Context: an optimization exercise on an open-source flow, tuned for small area. The choices shown serve that exercise and are no tape-out recipe. The RTL was checked by simulation tests, not by an equivalence proof against the original design. No driver is modelled on the clock port, so clocking that relies on it looks cheaper here than on a real chip. Power and IR drop assume default switching activity.

==> flow/design.v <==
`timescale 1ns / 100ps
module top(
     input wire clk, reset,
     input wire start, si,
     output reg [3:0] an,
     output reg [7:0] sseg
    );
localparam [2:0] IDLE = 3'b000, WAIT = 3'b001, CNT = 3'b010, CNT0 = 3'b011,
                 FIN = 3'b100, FIN0 = 3'b101, DIV = 3'b110, DIV0 = 3'b111;
reg [2:0] state;
reg [17:0] scan;           
reg [5:0] t;               
reg c;                     
reg s;                     
reg d;                     
reg [15:0] p;              
reg [9:0] r;               
reg [15:0] dsp;            
reg pt;                    
wire [3:0] ph = scan[3:0];
wire ph0 = (ph == 4'd0);
wire ph15 = (ph == 4'd15);
wire edg = si & ~d;
wire z = state[0];
wire div = state[2] & state[1];
wire cnt = ~state[2] & state[1];
wire fin = state[2] & ~state[1];
wire [4:0] pass = scan[8:4];
wire first = (pass == 5'd0);
wire tick = cnt & ~edg & (t == 6'd44);
wire le1 = z | (p[15:1] == 15'd0);
wire le10 = (p[15:4] == 12'd0) & (p[3:0] <= 4'd10);
wire le100 = (p[15:7] == 9'd0) & (p[6:0] <= 7'd100);
wire pz = z | (p == 16'd0);
wire [19:0] dvnd = le1 ? 20'd1000 : le10 ? 20'd10000 : le100 ? 20'd100000 : 20'd1000000;
wire [19:0] zq = 20'd1048;   
wire [4:0] bi = 5'd19 - pass;
wire sub = div & ~s;
wire rb = r[0] & ~(div & first);
wire pb = p[0] & ~z;
wire a = div & (ph0 ? dvnd[bi] : d);
wire bx = pb ^ sub;
wire cin = ph0 ? (div ? sub : s) : c;
wire sum = a ^ bx ^ cin;
wire cout = (a & bx) | (a & cin) | (bx & cin);
wire sgn = rb ^ sub ^ cout;    
wire q = pz ? zq[bi] : ~sgn;
function [3:0] adj(input [3:0] x);
  adj = (x >= 4'd5) ? x + 4'd3 : x;
endfunction
wire [15:0] dd = {dsp[15:12], adj(dsp[11:8]), adj(dsp[7:4]), adj(dsp[3:0])};
wire shift = div & ph15;
wire m6 = ~le1 & ~le100;
wire d3z = (dsp[15:12] == 4'd0);
wire d2z = (dsp[11:8] == 4'd0);
always @(posedge clk)
  if (reset)
    begin
      state <= IDLE;
      scan <= 0;
    end
  else
    begin
      scan <= scan + 1'b1;
      case (state)
        IDLE: if (start) state <= WAIT;
        WAIT: if (edg) state <= CNT0;
        CNT0: if (edg) state <= FIN0; else if (t == 6'd44) state <= CNT;
        CNT: if (edg) state <= FIN;
        FIN, FIN0: if (ph15 & (pass == 5'd31) & ~s) state <= {2'b11, z};
        default: if (ph15 & (pass == 5'd19)) state <= IDLE;
      endcase
    end
always @(posedge clk)
  begin
    if (cnt && !edg && t != 6'd44)
      t <= {t[0] ^ t[1], t[5:1]};
    else if (div)
      t <= {sum, t[5:1]};
    else
      t <= 6'd1;
  end
always @(posedge clk)
  begin
    c <= cout;
    d <= div ? rb : si;
    if (div)
      s <= ph15 ? sgn : s;
    else
      s <= tick | (s & ~ph0);
    p <= {(cnt | fin) ? (sum & ~z) : p[0], p[15:1]};
    r <= {t[0], r[9:1]};
  end
always @(posedge clk)
  if (reset || fin)
    begin
      dsp <= 0;
      pt <= 0;
    end
  else
    begin
      if (shift)
        dsp <= {dd[14:0], div & q};
      if (div & first & ph0)
        pt <= m6;
    end
wire [1:0] sel = scan[17:16];
wire [1:0] sh = {pt & d3z & d2z, pt & d3z & ~d2z};
wire [1:0] idx = sel - sh;
wire blank = (sel < sh);
reg [3:0] h;
always @*
  begin
    case (sel)
      2'd0: an = 4'b1110;
      2'd1: an = 4'b1101;
      2'd2: an = 4'b1011;
      default: an = 4'b0111;
    endcase
    case (idx)
      2'd0: h = dsp[3:0];
      2'd1: h = dsp[7:4];
      2'd2: h = dsp[11:8];
      default: h = dsp[15:12];
    endcase
    if (blank)
      h = 4'd0;
  end
wire A = h[3], B = h[2], C = h[1], D = h[0];
always @*
  begin
    sseg[6] = A | C | ~(B ^ D);
    sseg[5] = ~B | ~(C ^ D);
    sseg[4] = ~C | D | B;
    sseg[3] = A | (~B & ~D) | (~B & C) | (C & ~D) | (B & ~C & D);
    sseg[2] = ~D & (~B | C);
    sseg[1] = A | (~C & ~D) | (B & ~(C & D));
    sseg[0] = A | (B ^ C) | (C & ~D);
    sseg[7] = pt & (sel == sh);
  end
endmodule
clock: 10.0 ns
lec_check: 0
cap_margin: 20
core_margin: 2
core_utilization: 40
slew_margin: 20
standard.sh (not shown) runs the stock make flow with config.mk's settings and CLKGATE_MAP_FILE= SYNTH_SCRIPT=/design/flow/synth_recipe.tcl, a recipe that flattens the netlist after the stock synthesis.
==> flow/flow/run.sh <==
#!/bin/bash
# Own flow: the standard synthesis, then the combinational logic is mapped
# again by ABC for area (flip-flops kept as they are, same names and cells),
# then the standard layout with small port buffers and a lighter clock tree.
set -euo pipefail
W=$(pwd)
R=$W/orfs/results/$FLOW_PLATFORM/top/base
bash standard.sh synth > $W/flow_synth.log 2>&1
cp $R/1_2_yosys.v $W/std_synth.v
export REMAP_LIB=$FLOW_HOME/platforms/$FLOW_PLATFORM/lib/sky130_fd_sc_hd__tt_025C_1v80.lib
export REMAP_IN=$W/std_synth.v
export REMAP_DONTUSE="$(grep -o 'sky130_fd_sc_hd__[a-z0-9_]*' $FLOW_HOME/platforms/$FLOW_PLATFORM/config.mk | sort -u | tr '\n' ' ')"
# several ABC seeds in parallel; keep the smallest result
for s in 1 2 3 4; do
  sed "s/@SEED@/$s/" $W/flow/area.abc.in > $W/area_$s.abc
  REMAP_ABC=$W/area_$s.abc REMAP_OUT=$W/remap_$s.v \
    yosys -c $W/flow/remap.tcl > $W/flow_remap_$s.log 2>&1 &
done
wait
best=""; besta=""
for s in 1 2 3 4; do
  a=$(grep 'Chip area for top module' $W/flow_remap_$s.log | tail -1 | awk '{print $NF}')
  [[ -n "$a" && -s $W/remap_$s.v ]] || continue
  if [[ -z "$best" ]] || awk -v a="$a" -v b="$besta" 'BEGIN{exit !(a<b)}'; then best=$s; besta=$a; fi
done
echo "remap: seed $best, area $besta" > $W/flow_remap_choice.log
cp $W/remap_$best.v $R/1_2_yosys.v
bash standard.sh \
  "BUFFER_PORTS_ARGS=-buffer_cell sky130_fd_sc_hd__buf_1" \
  "CTS_ARGS=$(cat $W/flow/cts_args.txt)" \
  "POST_CTS_TCL=$W/flow/post_cts.tcl" \
  finish > $W/flow_finish.log 2>&1
Other scripts of this flow, unchanged in this note and not shown: flow/flow/area.abc.in, flow/flow/cts_args.txt, flow/flow/post_cts.tcl, flow/flow/remap.tcl
Next try:
--- a/flow/design.v
+++ b/flow/design.v
@@ -3,15 +3,16 @@
      input wire clk, reset,
      input wire start, si,
      output reg [3:0] an,
      output reg [7:0] sseg
     );
-localparam [2:0] IDLE = 3'b000, WAIT = 3'b001, CNT = 3'b010, CNT0 = 3'b011,
-                 FIN = 3'b100, FIN0 = 3'b101, DIV = 3'b110, DIV0 = 3'b111;
+localparam [2:0] IDLE = 3'b000, WAIT = 3'b001, CNT = 3'b011, FIN = 3'b010,
+                 DIV = 3'b110, FMT = 3'b100;
 reg [2:0] state;
 reg [17:0] scan;           
 reg [5:0] t;               
+reg z;                     
 reg c;                     
 reg s;                     
 reg d;                     
 reg [15:0] p;              
 reg [9:0] r;               
@@ -19,17 +20,14 @@
 reg pt;                    
 wire [3:0] ph = scan[3:0];
 wire ph0 = (ph == 4'd0);
 wire ph15 = (ph == 4'd15);
 wire edg = si & ~d;
-wire z = state[0];
-wire div = state[2] & state[1];
-wire cnt = ~state[2] & state[1];
-wire fin = state[2] & ~state[1];
+wire div = (state == DIV);
 wire [4:0] pass = scan[8:4];
 wire first = (pass == 5'd0);
-wire tick = cnt & ~edg & (t == 6'd44);
+wire tick = (state == CNT) & ~edg & (t == 6'd44);
 wire le1 = z | (p[15:1] == 15'd0);
 wire le10 = (p[15:4] == 12'd0) & (p[3:0] <= 4'd10);
 wire le100 = (p[15:7] == 9'd0) & (p[6:0] <= 7'd100);
 wire pz = z | (p == 16'd0);
 wire [19:0] dvnd = le1 ? 20'd1000 : le10 ? 20'd10000 : le100 ? 20'd100000 : 20'd1000000;
@@ -62,48 +60,53 @@
   else
     begin
       scan <= scan + 1'b1;
       case (state)
         IDLE: if (start) state <= WAIT;
-        WAIT: if (edg) state <= CNT0;
-        CNT0: if (edg) state <= FIN0; else if (t == 6'd44) state <= CNT;
+        WAIT: if (edg) state <= CNT;
         CNT: if (edg) state <= FIN;
-        FIN, FIN0: if (ph15 & (pass == 5'd31) & ~s) state <= {2'b11, z};
-        default: if (ph15 & (pass == 5'd19)) state <= IDLE;
+        FIN: if (ph15 & (pass == 5'd31) & ~s) state <= DIV;
+        DIV: if (ph15 & (pass == 5'd19)) state <= FMT;
+        FMT: state <= IDLE;
+        default: state <= IDLE;
       endcase
     end
 always @(posedge clk)
   begin
-    if (cnt && !edg && t != 6'd44)
+    if (state == CNT && !edg && t != 6'd44)
       t <= {t[0] ^ t[1], t[5:1]};
     else if (div)
       t <= {sum, t[5:1]};
     else
       t <= 6'd1;
   end
 always @(posedge clk)
   begin
+    if (state == IDLE || state == WAIT)
+      z <= 1'b1;
+    else if (tick)
+      z <= 1'b0;
     c <= cout;
     d <= div ? rb : si;
     if (div)
       s <= ph15 ? sgn : s;
     else
       s <= tick | (s & ~ph0);
-    p <= {(cnt | fin) ? (sum & ~z) : p[0], p[15:1]};
+    p <= {(state == CNT || state == FIN) ? (sum & ~z) : p[0], p[15:1]};
     r <= {t[0], r[9:1]};
   end
 always @(posedge clk)
-  if (reset || fin)
+  if (reset || state == FIN)
     begin
       dsp <= 0;
       pt <= 0;
     end
   else
     begin
       if (shift)
         dsp <= {dd[14:0], div & q};
-      if (div & first & ph0)
+      if (state == FMT)
         pt <= m6;
     end
 wire [1:0] sel = scan[17:16];
 wire [1:0] sh = {pt & d3z & d2z, pt & d3z & ~d2z};
 wire [1:0] idx = sel - sh;
Effect: Fmax is lower by 1.1%; clock power is about the same; die area barely changes; total power is lower by 6.1%; sequential cell count is higher by 1; via count is higher by 2.8%; utilization is higher by 0.15 points; hold slack improves by 0.022 ns; cell area is higher by 0.32%; combinational power is lower by 67%.

## afterwards: timing with drivers on the ports
No port has a modelled driver above. Below, the same layouts with a new extraction and two added sets of constraints. Step 1: set_driving_cell puts a clkbuf_16 on clk and a buf_2 on each other input, an assumption about the parent block. Step 2 adds t to the input delays and takes it off the output delays; t is the mean of the earliest and latest rising clock arrival at the registers after step 1. Input paths then give back, and output paths get back, about the clock's delay inside the block. Three values: ideal ports, drivers, drivers and shift; two values: the first two.
run | t, ns | slack for setup (ns) | worst hold slack (ns)
the first run | 0.419 | 5.088 / 5.063 / 5.482 | 0.306 / 0.306 / 0.306
the second run | 0.416 | 5.035 / 5.009 / 5.426 | 0.328 / 0.328 / 0.328
After both steps every run listed still meets setup and hold.
